Context: an optimization exercise on an open-source flow, tuned for small area and a short achievable clock period. The choices shown serve that exercise and are no tape-out recipe.
Function was checked by simulation only, so behaviour that the tests miss may differ from the original.
No activity file was given, so power comes from the tool's default toggle rates.

==> inputs of trial 50 <==
==> flow/design.v (excerpt) <==
module processor(
      input wire rst_i,
      input wire clk_i,
      input wire [79:0] inst_i,
      input wire [63:0] data_i,
      input wire i_mem_error_i,
      input wire d_mem_error_i,
      output wire write_o,
      output wire [63:0] pc_o,
      output wire [63:0] addr_o,
      output wire [63:0] data_o,
      output wire [63:0] rax_o, rcx_o, rdx_o, rbx_o, rsp_o, rbp_o, rsi_o, rdi_o, r8_o, r9_o, r10_o, r11_o, r12_o, r13_o, r14_o
      );
==> flow/config.mk <==
export PLATFORM = sky130hd
export DESIGN_NAME = processor
export DESIGN_NICKNAME = processor
export VERILOG_FILES = /design/flow/design.v
export SDC_FILE = /design/flow/constraint.sdc
export NUM_CORES = 4
export LEC_CHECK = 0
export CAP_MARGIN = 20
export CORE_MARGIN = 2
export CORE_UTILIZATION = 35
export CTS_BUF_LIST = sky130_fd_sc_hd__clkbuf_8
export PLACE_DENSITY = 0.45
export SETUP_SLACK_MARGIN = 4.7
export SLEW_MARGIN = 20
export TNS_END_PERCENT = 10
==> flow/constraint.sdc <==
create_clock -name core_clock -period 8.0 [get_ports {clk_i}]
set_input_delay 1.6000 -clock core_clock [delete_from_list [all_inputs] [get_ports {clk_i}]]
set_output_delay 1.6000 -clock core_clock [all_outputs]
set_load 0.01 [all_outputs]
standard.sh (not shown) runs the stock make flow with config.mk's settings and CLKGATE_MAP_FILE= SYNTH_SCRIPT=/design/flow/synth_recipe.tcl, a recipe that flattens the netlist after the stock synthesis.
==> flow/flow/run.sh <==
#!/bin/bash
# Own flow: the standard layout, with single-drive buffers on the ports
# instead of the default delay-cell buffers. Each step's output goes to its
# own log in this folder.
set -euo pipefail
bash standard.sh synth > synth.log 2>&1
bash standard.sh 'BUFFER_PORTS_ARGS=-buffer_cell sky130_fd_sc_hd__buf_1' finish > layout.log 2>&1
==> build 63: changes against trial 50 <==
Settings changed: CORE_UTILIZATION 35 to 58, CTS_BUF_LIST sky130_fd_sc_hd__clkbuf_8 to default, PLACE_DENSITY 0.45 to 0.7.
==> results.txt <==
quantity                                                  trial 50                    build 63
Placement row count                                            175                         136
Total clock buffers created by CTS                             334                         173
Initial Utilization                                          35.2%                       58.3%
Setup repair bufs after CTS                                    266                         188
Post_cts resized                                               833                         585
Placement-stage worst setup slack                          2.17 ns                     2.78 ns
Placed cell count                                            11338                       10073
Placed standard-cell area                              88800 sq um                 86800 sq um
Max clock buf depth                                              4                           3
Status                                    timing/DRC/antenna clean              did not finish
Failing step                                                     -    global routing (5_1_grt)
Clock root cell                          sky130_fd_sc_hd__clkbuf_8  sky130_fd_sc_hd__clkbuf_16
Die X-Extent                                           482 microns                 375 microns
Vert. Die Dim                                          482 microns                 375 microns
Placed wire-length estimate                         437000 microns              374000 microns
Global placement routability congestion                       1.08                        1.19
Max H-tree Level                                                 5                           4

---

==> 04-24: inputs <==
Starting RTL as in the previous note.
export LEC_CHECK = 0
export CAP_MARGIN = 20
export CORE_MARGIN = 2
export CORE_UTILIZATION = 35
export PLACE_DENSITY = 0.45
export SETUP_SLACK_MARGIN = 5.0
export SLEW_MARGIN = 20
export TNS_END_PERCENT = 10
create_clock -name core_clock -period 8.0 [get_ports {clk_i}]
Scripts as last shown in full above: flow/flow/run.sh
==> 03-13 (differences from 04-24) <==
Settings changed: CORE_UTILIZATION 35 to 65, PLACE_DENSITY 0.45 to 0.75, SETUP_SLACK_MARGIN 5.0 to 4.7.
==> 02-12 (differences from 04-24) <==
Settings changed: CORE_UTILIZATION 35 to 40, PLACE_DENSITY 0.45 to 0.5, SETUP_SLACK_MARGIN 5.0 to 4.7.
==> results.txt <==
quantity                                                                                04-24                              03-13               02-12
Post-Place Setup Slack                                                                2.22 ns                                  -             2.17 ns
Seq_cells                                                                                1741                                  -                1741
Sequential fraction of design power                                                     0.439                                  -               0.435
Overflow left after global routing                                                          0                                  -                   0
Endpoint, Worst Hold                                                       W_valE[51]$_DFF_P_                                  -  W_valE[53]$_DFF_P_
Peak Freq                                                                             238 MHz                                  -             238 MHz
Final #Nets                                                                              9162                                  -                9054
GR met2 Demand/Resource                                                                 0.719                                  -               0.747
Routed length on met3                                                                 81.5 mm                                  -             87.2 mm
Kind of start point of the critical path                                                 flop                                  -                flop
Run status                                                           timing/DRC/antenna clean          aborted with a tool error  timing/DRC/antenna clean
Failing step                                                                                -  I/O pin placement (3_2_place_iop)                   -
Post-route clock period utilization                                                     0.526                                  -               0.524
Number of search-and-repair iterations in the first detailed-routing pass                  15                                  -                  14
Htree depth                                                                                 4                                  -                   4
Fraction of final layout cells with drive strength greater than 1                       0.206                                  -               0.180
CTS tree                                                                                  yes                                  -                 yes

---

==> inputs of try-indigo <==
processor again, from the RTL that the note above started with.
clock: 8.0 ns
lec_check: 0
cap_margin: 20
core_margin: 2
core_utilization: 35
place_density: 0.45
setup_slack_margin: 4.7
slew_margin: 20
tns_end_percent: 10
Scripts as last shown in full above: flow/flow/run.sh
==> try-harbor: changes against try-indigo <==
--- a/flow/config.mk
+++ b/flow/config.mk
@@ -11,4 +11,2 @@
 export PLACE_DENSITY = 0.45
-export SETUP_SLACK_MARGIN = 4.7
 export SLEW_MARGIN = 20
-export TNS_END_PERCENT = 10
==> impl_metrics.py <==
metrics = {
    "run_status": {
        "outcome": "timing/DRC/antenna clean",
    },
    "sta": {
        "min_period_ns": 4.10,
    },
    "global_route": {
        "track_usage": 0.522,
    },
    "finish": {
        "layout_common_cells": "buf_1, edfxtp_1, nand2_1",
        "fin_util": 0.460,
        "nNetsFinal": 9118,
        "clkCellAreaFrac": 0.0648,
        "multi_input_area_sq_um": 36700,
    },
    "power": {
        "p_clk_frac": 0.351,
        "combPwrFrac": 0.215,
        "p_sw_uw": 9860,
        "powerDensity_nw_per_um2": 267,
    },
    "place": {
        "gp_congestion": 1.08,
        "place_area_sq_um": 88800,
    },
    "setup_path": {
        "crit_fanout": 38,
    },
}
-- figures above: try-indigo

==> impl_metrics.py <==
metrics = {
    "power": {
        "powerDensity_nw_per_um2": 275,
        "combPwrFrac": 0.179,
        "p_clk_frac": 0.359,
    },
    "finish": {
        "layout_common_cells": "buf_1, edfxtp_1, nand2_1",
        "multi_input_area_sq_um": 32900,
        "nNetsFinal": 8731,
        "fin_util": 0.420,
        "clkCellAreaFrac": 0.0688,
    },
    "global_route": {
        "track_usage": 0.481,
        "gr-max-usage-layer": "met2",
    },
    "sta": {
        "min_period_ns": 5.80,
    },
    "run_status": {
        "outcome": "timing/DRC/antenna clean",
    },
    "setup_path": {
        "crit_fanout": 34,
    },
}
-- figures above: try-harbor

==> what the ideal ports hide <==
In the flow no input, the clock included, has a driving cell. The finished layouts below were timed again as built, in two steps.
Step 1, drivers: a clkbuf_16 drives clk_i and a buf_2 each remaining input, both assumed.
Step 2, shift: input delay + t, output delay - t, t = (earliest + latest rising clock arrival at the registers) / 2. This alone moves slack from input paths to output paths.
a / b / c = ideal / step 1 / step 2; a / b = the first two.
run | t (ns) | slack for setup (ns) | worst setup path at the end | worst data-port slew with drivers (ns)
trial 50 | 1.181 | 3.896 / 3.896 / 3.119 | input to register | 0.33
04-24 | 1.006 | 3.794 / 3.794 / 2.939 | input to register | 0.25
02-12 | 0.981 | 3.805 / 3.805 / 3.305 | input to register | 0.29
try-indigo | 0.978 | 3.897 / 3.897 / 3.188 | input to register | 0.24
try-harbor | 0.990 | 2.201 / 2.201 / 2.201 | register to register | 0.22
After both steps every run listed still meets setup and hold. For 04-24, which loses most, drivers alone change the setup slack by 0.000 ns; drivers and shift together by -0.855 ns.
